This design comes from an exercise in tuning for small area, a short achievable clock period and few clock cycles per item on the open sky130 flow, not from production work. No functional check of the RTL was part of any run shown here. No activity file was given, so power comes from the tool's default toggle rates.

==> flow/design.v, too long to show whole: its modules and the start of the top module <==
// module matvecmult: 2248 lines
// module mv_fa: 4 lines
// module mv_add7: 3 lines
// module mv_or2: 3 lines
// module mv_xnor2: 3 lines
module matvecmult(
    CLK,
    RST,
    vector_x,
    vector_b,
    vector_y,
    Q,
    A,
    finish
);
  // ...
==> flow/flow/run.sh <==
#!/bin/bash
set -euo pipefail
export PRE_GLOBAL_PLACE_TCL="$PWD/flow/buffer_ports.tcl"
bash standard.sh > standard_make.log 2>&1
==> flow/flow/buffer_ports.tcl <==
# Port buffers: buf_2 on the inputs (they fan out to several gates), buf_1 on
# the outputs.  Replaces the single buffer_ports call of global_place.tcl.
rename buffer_ports my_orig_buffer_ports
proc buffer_ports {args} {
  my_orig_buffer_ports -inputs -buffer_cell sky130_fd_sc_hd__buf_2
  my_orig_buffer_ports -outputs -buffer_cell sky130_fd_sc_hd__buf_1
}
==> flow/standard.sh <==
#!/bin/bash
# synth_recipe.tcl (not shown) runs the flow's synth.tcl, then flattens the netlist and writes it again
# the make line also repeats each setting of config.mk as NAME=value (left out here)
make -C /OpenROAD-flow-scripts/flow DESIGN_CONFIG=/design/flow/config.mk WORK_HOME=/design/flow/orfs CLKGATE_MAP_FILE= SYNTH_SCRIPT=/design/flow/synth_recipe.tcl "${@:-finish}"
==> flow/config.mk <==
export PLATFORM = sky130hd
export DESIGN_NAME = matvecmult
export DESIGN_NICKNAME = matvecmult
export VERILOG_FILES = /design/flow/design.v
export SDC_FILE = /design/flow/constraint.sdc
export NUM_CORES = 4
export LEC_CHECK = 0
export CAP_MARGIN = 20
export CORE_MARGIN = 2
export CORE_UTILIZATION = 55
export PLACE_DENSITY = 0.7
export SLEW_MARGIN = 20
export SYNTH_HIERARCHICAL = 1
export SYNTH_MINIMUM_KEEP_SIZE = 0
==> flow/constraint.sdc <==
create_clock -name core_clock -period 10.0 [get_ports {CLK}]
set_input_delay 2.0000 -clock core_clock [delete_from_list [all_inputs] [get_ports {CLK}]]
set_output_delay 2.0000 -clock core_clock [all_outputs]
set_load 0.01 [all_outputs]
==> run notes, run 1 <==
* Status: finished clean
* Hold Slack at 0.322 ns
* Commonest non-fill, non-tap cell in the layout: nand2_1
* Drt pass-1 iters at 5
* Die width at between 150 and 200 um
* GR Util met3 at 4.45%
* Dpl cell area at roughly 19,000 um2
* Final core occ at 67.7%
* # H-tree levels at 1
* Clock Path Buffers at 3
* Worst Path Buf+Inv at 1
* Post-synthesis compound-gate area fraction at a little under 3%
* R2r endpoint: y_r[15][7]
* Top-count cell post-synth: nand2_1
* Number of antenna diodes at 8
* Clk pwr share at about an eighth
* Skew-Pair Late Insertion Delay at around 0.55 ns
* Hpwl dp at 40,500 um
* First-pass GRT wire length at slightly above 70,000 um
* Multiplexer share of the synthesized area at ~3.2%
* Final Cycle Share at a little over two fifths
* CTS tree: done
* Fin crit period at 4.17 ns
* Comb power frac at around 64%
* Slowest cell on crit path: fa_1
* Syn Area/Cell at approximately 12 um2
* Hold EP: val[2]
* Setup violators final at 0
* Pin count of the biggest net entering global routing at 80
* Post-Layout Cell Count at between 2,000 and 2,500
* Startpoint class of the critical path: flop
* Met1 WL at ~19,000 um
* Post-synth ARST share at between 4 and 5%
* Total Routing Usage GR at between 30% and 40%
* HP Start: val[1]
* Routability Congestion at around 0.9
* Final Hold Viols at 0
* Final total power at slightly below 8 mW
* Met1 Use GR at between 40% and 50%
* Syn. warnings at 8
* Sink Count at 255
* Final WL at 47,600 um
==> run 2: changes to the inputs <==
--- a/flow/design.v
+++ b/flow/design.v
@@ -2055,17 +2055,17 @@
 mv_fa us1062 (.a(k1_55), .b(c1029), .c(c1031), .s(s1062), .co(c1063));
 mv_fa us1064 (.a(c1033), .b(c1035), .c(c1037), .s(s1064), .co(c1065));
 mv_fa us1066 (.a(s1048), .b(s1050), .c(s1052), .s(s1066), .co(c1067));
 mv_fa us1068 (.a(s1054), .b(s1056), .c(s1058), .s(s1068), .co(c1069));
 mv_fa us1070 (.a(s1060), .b(c1039), .c(c1041), .s(s1070), .co(c1071));
 mv_fa us1072 (.a(s1062), .b(s1064), .c(s1066), .s(s1072), .co(c1073));
 mv_fa us1074 (.a(s1068), .b(c1043), .c(c1045), .s(s1074), .co(c1075));
 mv_fa us1076 (.a(s1070), .b(s1072), .c(c1047), .s(s1076), .co(c1077));
-mv_xnor2 us1078 (.a(s1074), .b(s1076), .s(s1078));
+mv_xor2 us1078 (.a(s1074), .b(s1076), .s(s1078));
 assign c1079 = s1074 | s1076;
 mv_fa us1080 (.a(k1_56), .b(k1_57), .c(k1_58), .s(s1080), .co(c1081));
 mv_fa us1082 (.a(k1_59), .b(k1_60), .c(k1_61), .s(s1082), .co(c1083));
 mv_fa us1084 (.a(k1_62), .b(k1_63), .c(k1_64), .s(s1084), .co(c1085));
 mv_fa us1086 (.a(k1_65), .b(k1_66), .c(k1_67), .s(s1086), .co(c1087));
 mv_fa us1088 (.a(k1_68), .b(k1_69), .c(k1_70), .s(s1088), .co(c1089));
 mv_fa us1090 (.a(k1_71), .b(k1_72), .c(k1_73), .s(s1090), .co(c1091));
 mv_fa us1092 (.a(k1_74), .b(k1_75), .c(k1_76), .s(s1092), .co(c1093));
@@ -2077,17 +2077,17 @@
 mv_fa us1104 (.a(s1086), .b(s1088), .c(s1090), .s(s1104), .co(c1105));
 mv_fa us1106 (.a(s1092), .b(s1094), .c(c1063), .s(s1106), .co(c1107));
 mv_fa us1108 (.a(c1065), .b(c1067), .c(c1069), .s(s1108), .co(c1109));
 mv_fa us1110 (.a(s1096), .b(s1098), .c(s1100), .s(s1110), .co(c1111));
 mv_fa us1112 (.a(s1102), .b(s1104), .c(c1071), .s(s1112), .co(c1113));
 mv_fa us1114 (.a(s1106), .b(c1073), .c(s1108), .s(s1114), .co(c1115));
 mv_fa us1116 (.a(s1110), .b(c1075), .c(s1112), .s(s1116), .co(c1117));
 mv_fa us1118 (.a(s1114), .b(c1077), .c(s1116), .s(s1118), .co(c1119));
-mv_xnor2 us1120 (.a(c1079), .b(s1118), .s(s1120));
+mv_xor2 us1120 (.a(c1079), .b(s1118), .s(s1120));
 assign c1121 = c1079 | s1118;
 mv_xnor2 us1122 (.a(k1_100), .b(k1_101), .s(s1122));
 mv_xnor2 us1123 (.a(k1_102), .b(k1_82), .s(s1123));
 mv_xnor2 us1124 (.a(k1_83), .b(k1_84), .s(s1124));
 mv_xnor2 us1125 (.a(k1_85), .b(k1_86), .s(s1125));
 mv_xnor2 us1126 (.a(k1_87), .b(k1_88), .s(s1126));
 mv_xnor2 us1127 (.a(k1_89), .b(k1_90), .s(s1127));
 mv_xnor2 us1128 (.a(k1_91), .b(k1_92), .s(s1128));
@@ -2119,17 +2119,17 @@
 mv_xnor2 us1154 (.a(c1109), .b(c1111), .s(s1154));
 mv_xnor2 us1155 (.a(s1151), .b(s1152), .s(s1155));
 mv_xnor2 us1156 (.a(s1153), .b(s1154), .s(s1156));
 mv_xnor2 us1157 (.a(s1155), .b(c1113), .s(s1157));
 mv_xnor2 us1158 (.a(c1115), .b(s1156), .s(s1158));
 mv_xnor2 us1159 (.a(s1157), .b(s1158), .s(s1159));
 mv_xnor2 us1160 (.a(c1117), .b(s1159), .s(s1160));
 mv_xnor2 us1161 (.a(s1160), .b(c1119), .s(s1161));
-mv_xnor2 us1162 (.a(s1161), .b(c1121), .s(s1162));
+mv_xor2 us1162 (.a(s1161), .b(c1121), .s(s1162));
 reg [102:0] cut1;
 wire k1_0 = cut1[0];
 wire k1_1 = cut1[1];
 wire k1_2 = cut1[2];
 wire k1_3 = cut1[3];
 wire k1_4 = cut1[4];
 wire k1_5 = cut1[5];
 wire k1_6 = cut1[6];
@@ -2229,17 +2229,17 @@
 wire k1_100 = cut1[100];
 wire k1_101 = cut1[101];
 wire k1_102 = cut1[102];
 always @(posedge CLK)
     cut1 <= {s1007, s1006, s1005, s1004, s1003, s999, s1002, s1001, s1000, c855, c853, c851, c849, c847, c845, c843, c841, s998, s997, s996, s995, s854, s852, s850, s848, s846, s844, s842, s840, c735, c733, c731, c729, c727, c725, s838, s836, s834, s832, s830, s828, s826, s824, s822, s820, s818, s816, s734, s732, s730, s728, s726, s724, c637, c635, c633, c631, c629, s722, s720, s718, s716, s714, s712, s710, s708, s706, s704, s702, s636, s634, s632, s630, s628, c559, c557, c555, s626, s624, s622, s620, s618, s616, s614, s558, s556, s554, c503, s552, s550, s548, s546, s544, s542, s502, s500, s498, s496, s494, s492, s468, s466, s464};
 reg b0_1;
 always @(posedge CLK)
     b0_1 <= bsel[0];
-wire [6:0] sum = ~{s1162, s1120, s1078, s1046, s1026, s1014, s1008};
+wire [6:0] sum = {s1162, s1120, s1078, ~s1046, ~s1026, ~s1014, ~s1008};
 always @(posedge CLK) begin
     if (val[2])
         for (i = 0; i < 15; i = i + 1)
             y_r[i] <= y_r[i + 1];
     y_r[15] <= {sum, b0_1};
 end
 genvar g;
 generate for (g = 0; g < 16; g = g + 1) begin : gy
@@ -2251,11 +2251,14 @@
 assign co = (a & b) | (a & c) | (b & c);
 endmodule
 module mv_add7(input [6:0] a, input [6:0] b, output [6:0] s);
 assign s = ~a + ~b;
 endmodule
 module mv_or2(input a, input b, output y);
 assign y = a | b;
 endmodule
+module mv_xor2(input a, input b, output s);
+assign s = a ^ b;
+endmodule
 module mv_xnor2(input a, input b, output s);
 assign s = ~(a ^ b);
 endmodule
==> run 2 against run 1 <==
Effect of this change:
- clock-buffer cell count increased by 4
- routed wire length grew 2.2%
- global-route usage is 0.66 points higher
- critical path depth decreased by 1
- worst setup slack better by 0.29 ns
- final cell count down 0.53%
- synthesized cell count decreased by 0.87%
- flip-flop and latch count is the same
- via count hardly changed
- first-iteration DRC count decreased by 1.4%
- clock power grew 8%
- register-to-register slack improved by 0.29 ns
- critical path type unchanged
==> run notes, run 2 <==
* Status: finished clean
* RSZ-0062 raised after global routing: no
* R2r endpoint: y_r[15][7]
* First-pass GRT wire length at 72,000 um (+1.1%)
* Fin crit period at 3.89 ns (-0.286 ns)
* Skew-Pair Late Insertion Delay at 0.54 ns (about the same)
* Post-DR vias/cell at ~5.3
* # H-tree levels at 1 (unchanged)
* Routability Congestion at 0.920 (+3.6%)
* Maximum VDD drop at approximately 1.1 mV
* FF+latch count, synth at between 200 and 300
* Critical Path Fanout Max at 2
* Tightest Pin Transition at a little over 1 ns
* Comb power frac at 61.8% (-2.5 points)
* CP max stage delay at ~0.58 ns
* Hold Buf Count CTS at 0
* Top cells by count, synth: nand2_1 (476), fa_1 (256), xnor2_1 (196), dfxtp_1 (124), edfxtp_1 (120)
* Top Family by Delay on Critical Path: adder cells
* Startpoint class of the critical path: flop
* Routed Antenna Nets at 0
* Synthesis-to-finish area growth at 22.0%
* Top layer in use: met4
* Pin count of the biggest net entering global routing at 66 (-18%)
* Post-synth top area cell: fa_1
* Metal3 WL at approximately 3600 um
* Net switching power at about 3.1 mW
* Met1 WL at 20,200 um (+5.1%)
* Syn Area/Cell at 12.1 um2 (+0.68%)
* Cell Rows at 63
* Sink Count at 255 (unchanged)
* Num CTS Buffers at 28
* IO buf count at just under 500
* Top Registers: y_r x128, cut1 x103, bsel x8
* Syn. warnings at 8 (unchanged)
* Crit Path Class: reg -> reg
* Setup violators final at 0 (unchanged)
* CTS tree: done
* Leak at around 7.8 nW
* Worst Path Buf+Inv at 0 (-1)
* Post-synth ARST share at 4.31% (unchanged)
* Clk pwr share at 14.3% (+1.5 points)
* HP Class: reg -> reg
* Via count at around 12,000
* Syn Inst Count at approximately 1,400
* Synth area leaders: fa_1 (31%), edfxtp_1 (22%), dfxtp_1 (15%), nand2_1 (11%), xnor2_1 (10%)
* R2R depth at 8
* Drt pass-1 iters at 8 (+3)
* Max reg flops at 128
* Hpwl dp at 40,900 um (+1.1%)
* Routed wl met2 at around 23,000 um
* I/O pins at between 500 and 600
* Initial antenna violation count at 3
* Clock Path Buffers at 3 (unchanged)
* Post-synthesis sequential area ratio at between 30% and 40%
* Max-Cap Viols at 0
* Post_cts resized at 0
* Starting DRT DRC Count at about 840
* Core Region at between 20,000 and 30,000 um2
* Slowest cell on crit path: fa_1
* Reg2Reg Launch Point: cut1[19]
* Pwr/cell area at approximately 370 nW/um2
* Seq pwr share at a little under a quarter
* Crit path to: y_r[15][7]
* Post-Syn Area at approximately 16,000 um2
* Vert. Die Dim at 177 um
* Crit path from: cut1[19]
* Die width at 177 um (-0.10%)
* CP arrival at around 4.3 ns
* Crit path depth at 8
* CP required at ~10 ns
* Total Routing Usage GR at 31.2% (+0.66 points)
* Yosys cell types at 43
* Final WL at 48,700 um (+2.2%)
* Final Cycle Share at 38.9% (-2.9 points)
* Top-count cell post-synth: nand2_1
* Critical path's most frequent cell: fa_1
* Root buffer cell: clkbuf_16
* Worst path cell trace: fa_1 -> fa_1 -> fa_1 -> fa_1 -> fa_1 -> fa_1 -> or3_1 -> xor2_1
* Reg2Reg Setup Slack at ~6.1 ns
* Internal at 4.34 mW
* Commonest non-fill, non-tap cell in the layout: nand2_1
* Clock-pin slew on the worst setup and hold paths at around 0.06 ns
* Routed len/inst at 21.4 um
* EDFF count, synth at 120
* Initial core utilization at between 50 and 60%
* Max Fclk at 257 MHz
* Pins Over Slew Limit at 0
* Global route overflow at 0
* Layout cells sized above 1 at a little under a quarter
* Switch share at approximately two fifths
* DR DRC count at 0
* Largest Register: y_r
* Vias in the first global route at between 10,000 and 15,000
* Post-layout nets at ~2,500
* Most frequent cells in the layout: nand2_1 (476), buf_2 (353), fa_1 (256)
* Top_reg_cell synth: dfxtp_1
* Final total power at 7.46 mW (-3.5%)
* Die area at 31,400 um2
* TNS Setup at 0 ns
* Share of the synthesized area in the top cell type at 31.1%
* Synthesized Nets at roughly 2,000
* Slew HR at approximately a third
* Final Skew at between 0.008 and 0.009 ns
* CP Capture Type: flop
* Setup Buffers After CTS at 0
* Final Hold Viols at 0 (unchanged)
==> run 2: cell types whose count changed after synthesis, moves of 3 or more <==
cell / before / now
xor2_1: 1 / 4
inv_1: 19 / 15
xnor2_1: 199 / 196
mux2_1: 5 / 2
clkbuf_1: 9 / 6
==> run 2: area by class of cell <==
cell class,count,area [um2]
inverter,15,56.3
timing repair buffer,489,2290
multi-input combinational,1069,9930
clock buffer,37,785
fill,2276,9460
sequential,255,6360
clock inverter,14,183
antenna,3,7.51
tap,390,488
==> run 2: cells by family (layout without fill, tap and decap cells) <==
group	Yosys count	count (layout)	share of synthesized area [%]
other	0	3	0
AOI/OAI and AO/OA	54	54	2.95
and+or+nand+nor	503	503	11.9
adders and majority gates	262	262	31.6
muxes	50	50	3.22
xor gates and xnor gates	200	200	10.6
DFF	255	255	38.6
buffers and inverters	37	555	1.16
==> run 2: modules after synthesis (local to each module, per instance) <==
module      flops+latches  cells inside  times used  cell area [um2]
mv_xor2                 0             1           3             8.76
matvecmult            255           910           1             9660
mv_xnor2                0             1         192             8.76
mv_fa                   0             1         255             20.0
mv_or2                  0             1           1             6.26
==> run 2: power by group through the flow <==
stage / Combinational (mW) / Clock, mW / Sequential [mW]
2_1_floorplan: 3.45 / 0 / 1.78
3_3_place_gp: 4.55 / 0 / 1.79
3_5_place_dp: 4.63 / 0 / 1.80
4_1_cts: 4.64 / 1.08 / 1.78
5_1_grt: 5.04 / 1.13 / 1.81
6_report: 4.62 / 1.07 / 1.78
==> run 2: worst min path at each step <==
stage | from | end | slack, ns | cells after the start
floorplan | bsel[0] | b0_1 | 0.31 | 0
global placement | val[1] | val[2] | 0.31 | 0
detailed placement | b0_1 | y_r[15][0] | 0.31 | 0
CTS | b0_1 | y_r[15][0] | 0.33 | 0
global route | val[1] | val[2] | 0.34 | 0
finish | b0_1 | y_r[15][0] | 0.33 | 0
==> run 2: metrics by stage <==
step | setup slack [ns] | utilization (%) | hold slack, ns | std cells | area, um2
detailed placement | 5.92 | 64.7 | 0.312 | 2218 | 19100
global route | 6.02 | 68.0 | 0.337 | 2272 | 20100
CTS | 6.13 | 68.0 | 0.325 | 2269 | 20100
global placement | 5.94 | 64.7 | 0.311 | 2218 | 19100
finish | 6.11 | 68.0 | 0.325 | 2272 | 20100
floorplan | 6.37 | - | 0.310 | 1361 | 16500
==> run 2: layer usage <==
metal,global-route usage [%],up-vias
met2,50.4,550
met1,43.2,5980
met4,11.1,0
li1,-,5399
met3,4.79,60
met5,0,-

-- static timing again, ports no longer ideal --
The flow's constraints put no driver on any port. The routed layouts listed below were extracted and timed again, unchanged, in two steps.
Step 1 sets driving cells, clkbuf_16 on the clock port and buf_2 on the other inputs (assumed; they add their load-dependent delay and slew).
Step 2 adds t to the input delays and takes it off the output delays; t is the mean of the earliest and latest rising clock arrival at the registers after step 1. Input paths then give back, and output paths get back, about the clock's delay inside the block.
Slacks: ideal / step 1 / step 2; pairs: ideal / step 1.
run | t, ns | slack for setup (ns) | cell pins on the clock port's net
run 1 | 0.589 | 5.829 / 5.829 / 5.829 | 1
run 2 | 0.595 | 6.115 / 6.115 / 5.900 | 1
After both steps setup and hold are still met in every run listed. The setup slack of run 2, which loses most, moves by 0.000 ns with the drivers and by -0.215 ns with both steps.
